Background: an optimization exercise with open tools, aiming at small area and a short achievable clock period. Do not read the settings as production practice.
Only simulation tests tie the RTL to the original design; equivalence was not proved.
Power figures rest on the tool's default switching activity, not on a simulated workload.

Setup of job 8860:
==> flow/design.v (excerpt) <==
module MIPS(
    input clk,
    input rst,
    input [31:0] instr,
    input [31:0] mem_rdata,
    output [31:0] mem_addr,
    output [31:0] mem_wdata,
    output mem_we,
    output mem_re,
    output [31:0] direccion,
    output [31:0] palabra,
    output [31:0] leer_dato,
    output wr_en,
    output [31:0] wr_addr,
    output [31:0] wr_data
    );
Size: ~290 I/O pins, roughly 0.053 mm2 of cells after synthesis.
Settings: LEC_CHECK=0, CAP_MARGIN=20, CORE_MARGIN=2, CORE_UTILIZATION=50, CTS_BUF_LIST=sky130_fd_sc_hd__clkbuf_16, CTS_CLUSTER_DIAMETER=70, CTS_CLUSTER_SIZE=16, PLACE_DENSITY=0.65, SETUP_SLACK_MARGIN=4, SLEW_MARGIN=20, SYNTH_HIERARCHICAL=1, SYNTH_MINIMUM_KEEP_SIZE=0; clock period 14.0 ns.
standard.sh (not shown) runs the stock make flow with config.mk's settings and CLKGATE_MAP_FILE= SYNTH_SCRIPT=/design/flow/synth_recipe.tcl, a recipe that flattens the netlist after the stock synthesis.
==> flow/flow/run.sh <==
#!/bin/bash
# Layout flow: the standard flow (standard.sh: synthesis to finish),
# with the port buffers made from sky130_fd_sc_hd__buf_2 instead of ORFS's
# default buffer cell. Every input and output port still gets a buffer.
set -o pipefail
export BUFFER_PORTS_ARGS="-buffer_cell sky130_fd_sc_hd__buf_2"
cp standard.sh standard_sh_copy.log
bash standard.sh > standard_flow.log 2>&1
status=$?
tail -20 standard_flow.log
exit $status
Setup changes, job 8860 to job 3973
# job 8860
export LEC_CHECK = 0
export CAP_MARGIN = 20
export CORE_MARGIN = 2
export CORE_UTILIZATION = 50
export CTS_BUF_LIST = sky130_fd_sc_hd__clkbuf_16
export CTS_CLUSTER_DIAMETER = 70
export CTS_CLUSTER_SIZE = 16
export PLACE_DENSITY = 0.65
export SETUP_SLACK_MARGIN = 4
export SLEW_MARGIN = 20
export SYNTH_HIERARCHICAL = 1
export SYNTH_MINIMUM_KEEP_SIZE = 0
create_clock -name core_clock -period 14.0 [get_ports {clk}]
# job 3973
export LEC_CHECK = 0
export CAP_MARGIN = 20
export CORE_MARGIN = 2
export CORE_UTILIZATION = 50
export PLACE_DENSITY = 0.65
export SETUP_SLACK_MARGIN = 4
export SLEW_MARGIN = 20
export SYNTH_HIERARCHICAL = 1
export SYNTH_MINIMUM_KEEP_SIZE = 0
create_clock -name core_clock -period 14.0 [get_ports {clk}]
Results
Job 3973 vs job 8860 — global routing met2 resource utilization dropped 0.22 points. Relative area of non-clock buffer cells in the final design: higher on job 8860. As of job 3973, CTS buffer count had risen by more than a quarter compared to job 8860. Changes observed in job 3973 relative to job 8860: number of iterations in the first detailed-routing pass -5; total power +5.4%. Diff job 8860 -> job 3973: sequential cell fraction of total power down 2.2 points; fraction of the cycle the final worst path needs shows an increase of 0.19 points; sequential share of layout area -0.74 points; combinational cell fraction of total power has decreased. Routed wire length, job 8860 and job 3973: lower on job 8860. On total number of nets in the final design, the higher figure sits with job 3973, not job 8860.
### job 3973 -> job 2952
# job 3973
export LEC_CHECK = 0
export CAP_MARGIN = 20
export CORE_MARGIN = 2
export CORE_UTILIZATION = 50
export PLACE_DENSITY = 0.65
export SETUP_SLACK_MARGIN = 4
export SLEW_MARGIN = 20
export SYNTH_HIERARCHICAL = 1
export SYNTH_MINIMUM_KEEP_SIZE = 0
create_clock -name core_clock -period 14.0 [get_ports {clk}]
# job 2952
export LEC_CHECK = 0
export CAP_MARGIN = 20
export CORE_MARGIN = 2
export CORE_UTILIZATION = 50
export CTS_BUF_LIST = sky130_fd_sc_hd__clkbuf_16
export CTS_CLUSTER_DIAMETER = 80
export CTS_CLUSTER_SIZE = 20
export PLACE_DENSITY = 0.65
export SETUP_SLACK_MARGIN = 4
export SLEW_MARGIN = 20
export SYNTH_HIERARCHICAL = 1
export SYNTH_MINIMUM_KEEP_SIZE = 0
create_clock -name core_clock -period 14.0 [get_ports {clk}]
Findings:
The final critical-path setup slack in job 2952 was lower than what job 3973 gave.
Total global-route track usage (lower): job 2952
Diff job 3973 and job 2952: count of clock-net buffers in the final layout higher in job 3973
Looking at clock power, job 2952 sits below job 3973.
Compare job 3973 and job 2952 | source-to-sink clock delay at the later pin of the worst-skew pair higher: job 3973
First-pass GRT wire length ended up 2300 um lower on job 2952 than on job 3973.
Final total power shrinks by a little under 10% when moving from job 3973 to job 2952.
Job 3973 → job 2952: data arrival time of the critical path up 30 ps; vias after detailed routing down 616.
Job 3973 and job 2952 ended up with nearly the same fmax.
As far as worst hold margin is concerned, job 3973 and job 2952 perform about the same.

========
quartz:
MIPS again, from the RTL that the note above started with.
Design MIPS, start of the top module:
module MIPS(
    input clk,
    input rst,
    input [31:0] instr,
    input [31:0] mem_rdata,
    output [31:0] mem_addr,
    output [31:0] mem_wdata,
    output mem_we,
    output mem_re,
    output [31:0] direccion,
    output [31:0] palabra,
    output [31:0] leer_dato,
    output wr_en,
    output [31:0] wr_addr,
    output [31:0] wr_data
    );
  wire [5:0] op = instr[31:26];
  wire [4:0] rs = instr[25:21];
  wire [4:0] rt = instr[20:16];
  wire [4:0] rd = instr[15:11];
  wire [5:0] fn = instr[5:0];
  wire [31:0] ext = {{16{instr[15]}}, instr[15:0]};
  wire RegDst   = (op == 6'b000000);
  wire Branch   = (op == 6'b000100);
  wire MemRead  = (op == 6'b100011);
  wire MemtoReg = op[5] & ~op[4] & ~op[2] & op[1] & op[0];
  wire AluOp1   = ~op[5] & ~op[4] & ~op[3] & ~op[2] & ~op[0];
  wire MemWrite = (op == 6'b101011);
  wire AluSrc   = (op == 6'b001001) | MemtoReg;
  wire RegWrite = RegDst | (op == 6'b001001) | MemRead;
  wire J        = (op[5:1] == 5'b00001);
  wire f_add = AluOp1 & (fn == 6'b100000);
  ...
Settings: LEC_CHECK=0, CAP_MARGIN=20, CORE_MARGIN=2, CORE_UTILIZATION=50, CTS_CLUSTER_SIZE=10, PLACE_DENSITY=0.65, SETUP_SLACK_MARGIN=4, SLEW_MARGIN=20, SYNTH_HIERARCHICAL=1, SYNTH_MINIMUM_KEEP_SIZE=0; clock period 14.0 ns.
Scripts as last shown in full above: flow/flow/run.sh
Edits applied to the flow inputs when going from quartz to zinc:
diff --git a/flow/config.mk b/flow/config.mk
--- a/flow/config.mk
+++ b/flow/config.mk
@@ -11 +11,3 @@
-export CTS_CLUSTER_SIZE = 10
+export CTS_BUF_LIST = sky130_fd_sc_hd__clkbuf_8
+export CTS_CLUSTER_DIAMETER = 55
+export CTS_CLUSTER_SIZE = 14
Results
Number of buffers other than clock buffers in the final layout of zinc exceeds that of quartz slightly. In the metrics for quartz and zinc, the one carrying the lower utilization is zinc. Summary of the comparison: highest ir drop seen on vdd is lower in zinc, relative to quartz. Status: met2 capacity usage during global routing parity (quartz, zinc). quartz and zinc ended up with nearly the same multi-input gate area in the final layout. On zinc: slew at the pin closest to its max-slew limit is 0.070 ns higher than what quartz gave.

## port drivers added, routing unchanged
How much do the figures lean on ideal ports? The routed layouts below were timed once more, with nothing changed but the port constraints.
Step 1 sets driving cells, clkbuf_16 on the clock port and buf_2 on the other inputs (assumed; they add their load-dependent delay and slew).
Step 2 times the ports against the registers' clock, not the clock port: input delays grow and output delays shrink by t, the midpoint of the rising clock arrivals with the driver on.
Three values: no drivers, after step 1, after step 2; two values: the first two.
run	t, ns	setup WS [ns]	clock arrival spread, ns	slew at the worst register clock pin (ns)	cell pins on the clock port's net
job 8860	0.768	3.973 / 3.707 / 3.707	0.022 / 0.022	0.07 / 0.07	1
job 3973	0.797	3.946 / 3.709 / 3.709	0.031 / 0.031	0.07 / 0.07	1
job 2952	0.743	3.923 / 3.710 / 3.710	0.032 / 0.032	0.09 / 0.09	1
quartz	0.804	3.952 / 3.712 / 3.712	0.027 / 0.027	0.07 / 0.07	1
zinc	0.907	3.922 / 3.724 / 3.724	0.046 / 0.045	0.10 / 0.10	1
After both steps setup and hold are still met in every run listed. The setup slack of job 8860, which loses most, moves by -0.266 ns with the drivers and by -0.266 ns with both steps.
